Source: an optimization exercise on an open RTL-to-GDS flow (aim: small area and a short achievable clock period). Production flows keep margins and buffers that such runs may drop.
Function was checked by simulation only, so behaviour that the tests miss may differ from the original.
Power figures rest on the tool's default switching activity, not on a simulated workload.

== build 37 ==
// datapath_mi
module datapath_mi(clk, rst, data, control_word, K, I, alu_status, r0, r1, r2, r3, r4, r5, r6, r7);
For scale: about 1100 flip-flops, roughly 120 I/O pins, about 42000 um2 of cells after synthesis.
Settings: LEC_CHECK=0, CAP_MARGIN=20, CORE_MARGIN=2, CORE_UTILIZATION=55, CTS_CLUSTER_DIAMETER=80, CTS_CLUSTER_SIZE=25, SETUP_SLACK_MARGIN=4, SLEW_MARGIN=20, SYNTH_HIERARCHICAL=1, SYNTH_MINIMUM_KEEP_SIZE=0; clock period 11.0 ns.
standard.sh (not shown) runs the stock make flow with config.mk's settings and CLKGATE_MAP_FILE= SYNTH_SCRIPT=/design/flow/synth_recipe.tcl, a recipe that flattens the netlist after the stock synthesis.
==> flow/flow/run.sh <==
#!/bin/bash
set -euo pipefail
bash standard.sh BUFFER_PORTS_ARGS="-buffer_cell sky130_fd_sc_hd__buf_2" finish > standard_flow.log 2>&1
Every stage of the flow completed for build 37, and the final layout passed the timing, design-rule and antenna checks.
### build 37 -> trial 48
# build 37
export LEC_CHECK = 0
export CAP_MARGIN = 20
export CORE_MARGIN = 2
export CORE_UTILIZATION = 55
export CTS_CLUSTER_DIAMETER = 80
export CTS_CLUSTER_SIZE = 25
export SETUP_SLACK_MARGIN = 4
export SLEW_MARGIN = 20
export SYNTH_HIERARCHICAL = 1
export SYNTH_MINIMUM_KEEP_SIZE = 0
create_clock -name core_clock -period 11.0 [get_ports {clk}]
# trial 48
export LEC_CHECK = 0
export CAP_MARGIN = 20
export CORE_MARGIN = 2
export CORE_UTILIZATION = 65
export CTS_CLUSTER_DIAMETER = 80
export CTS_CLUSTER_SIZE = 25
export SETUP_SLACK_MARGIN = 4
export SLEW_MARGIN = 20
export SYNTH_HIERARCHICAL = 1
export SYNTH_MINIMUM_KEEP_SIZE = 0
export TNS_END_PERCENT = 0
create_clock -name core_clock -period 11.0 [get_ports {clk}]
==> comparison <==
- Where worst-case register-to-register setup slack is concerned, build 37 is better than trial 48.
- Reported for trial 48 and build 37, maximum count of clock buffers along a single path turned out identical to the last digit.
- Trial 48 vs build 37: power per standard cell area up in trial 48
- The total power after layout of trial 48 was superior to that of build 37.
- Trial 48 against build 37: via count did not really move, fmax did not really move, slack of the critical path went down.
- Trial 48 ended with less final area than build 37.


== run A ==
Another version of the RTL of datapath_mi (not shown whole).
Size: ~2300 cells after synthesis, ~120 I/O pins, about 42000 um2 of cells after synthesis.
Settings: LEC_CHECK=0, CAP_MARGIN=20, CORE_MARGIN=2, CORE_UTILIZATION=55, SETUP_SLACK_MARGIN=4, SLEW_MARGIN=20, SYNTH_HIERARCHICAL=1, SYNTH_MINIMUM_KEEP_SIZE=0; clock period 11.0 ns.
run.sh (not shown) runs the stock make flow with config.mk's settings and CLKGATE_MAP_FILE= SYNTH_SCRIPT=/design/flow/synth_recipe.tcl, a recipe that flattens the netlist after the stock synthesis.
Stock flow here: none of the scripts above is used.
The flow did not stop early for run A: all stages ran, and the layout cleared the timing, design-rule and antenna checks.
Input changes introduced in run B (baseline for comparison: run A):
Settings: CTS_CLUSTER_DIAMETER: unset -> 80; CTS_CLUSTER_SIZE: unset -> 25.
==> flow/flow/run.sh (new file) <==
#!/bin/bash
set -euo pipefail
bash standard.sh BUFFER_PORTS_ARGS="-buffer_cell sky130_fd_sc_hd__buf_2" finish > standard_flow.log 2>&1
==> flow/standard.sh (new file) <==
#!/bin/bash
# synth_recipe.tcl (not shown) runs the flow's synth.tcl, then flattens the netlist and writes it again
# the make line also repeats each setting of config.mk as NAME=value (left out here)
make -C /OpenROAD-flow-scripts/flow DESIGN_CONFIG=/design/flow/config.mk WORK_HOME=/design/flow/orfs CLKGATE_MAP_FILE= SYNTH_SCRIPT=/design/flow/synth_recipe.tcl "${@:-finish}"
removed: flow/run.sh
## What came out
- Run B did not stop at any stage, and its layout met the timing, design-rule and antenna checks.
- Run A has completed all stages; timing, DRC and antenna checks passed.
- First-pass GRT wire length shrinks by a few percent when moving from run A to run B.
- [run B] final non-filler cell total fell 164 relative to run A
- Run B — combinational cell fraction of total power 1.3 points higher, run A as reference
- On run B: total number of cells along the worst setup path is 1 higher than what run A gave.
- Any difference in worst-case hold slack between run A and run B is small enough to ignore.
- [compare] base=run A new=run B: cell area went down; power density over the cells went down; cell depth of the worst flop-to-flop path went down; post-layout net count went down; weighted congestion reported at the end of routability-driven placement went down.
- Lower power among run A and run B: run B
Edits applied to the flow inputs when going from run B to run C:
Settings: swapping 25 for 30 in CTS_CLUSTER_SIZE.
==> flow/run.sh (new file) <==
#!/bin/bash
# synth_recipe.tcl (not shown) runs the flow's synth.tcl, then flattens the netlist and writes it again
# the make line also repeats each setting of config.mk as NAME=value (left out here)
make -C /OpenROAD-flow-scripts/flow DESIGN_CONFIG=/design/flow/config.mk WORK_HOME=/design/flow/orfs CLKGATE_MAP_FILE= SYNTH_SCRIPT=/design/flow/synth_recipe.tcl finish
removed: flow/flow/run.sh
removed: flow/standard.sh
## What came out
Run C closes out successfully: all stages finished, all timing, DRC and antenna checks passed. Number of filler cells placed in the layout ended up 3.6% lower on run C than on run B. Run C ends up with a routed length per placed instance that is about 0.56% lower than in run B. Of run C and run B, it is run C that has the lower shortest period the worst path allows.

afterwards: timing with drivers on the ports:
Ports are ideal in the flow. The routed layouts listed here were re-timed in OpenROAD. Step 1: set_driving_cell puts a clkbuf_16 on clk and a buf_2 on each other input, an assumption about the parent block. Step 2, shift: input delay + t, output delay - t, t = (earliest + latest rising clock arrival at the registers) / 2. This alone moves slack from input paths to output paths. a / b / c = ideal ports / drivers / drivers and shift; a / b = the first two.
run	shift t [ns]	slack for setup (ns)	worst setup path after step 2	latest minus earliest clock arrival (ns)
build 37	0.709	3.467 / 3.406 / 3.406	input to output	0.036 / 0.036
trial 48	0.693	3.447 / 3.401 / 3.401	input to output	0.045 / 0.046
run A	0.725	3.401 / 3.336 / 2.964	input to register	0.047 / 0.048
run B	0.716	3.275 / 3.210 / 2.963	input to register	0.026 / 0.026
run C	0.699	3.402 / 3.340 / 3.103	input to register	0.060 / 0.060
After both steps every run listed still meets setup and hold. For run A, which loses most, drivers alone change the setup slack by -0.065 ns; drivers and shift together by -0.437 ns.
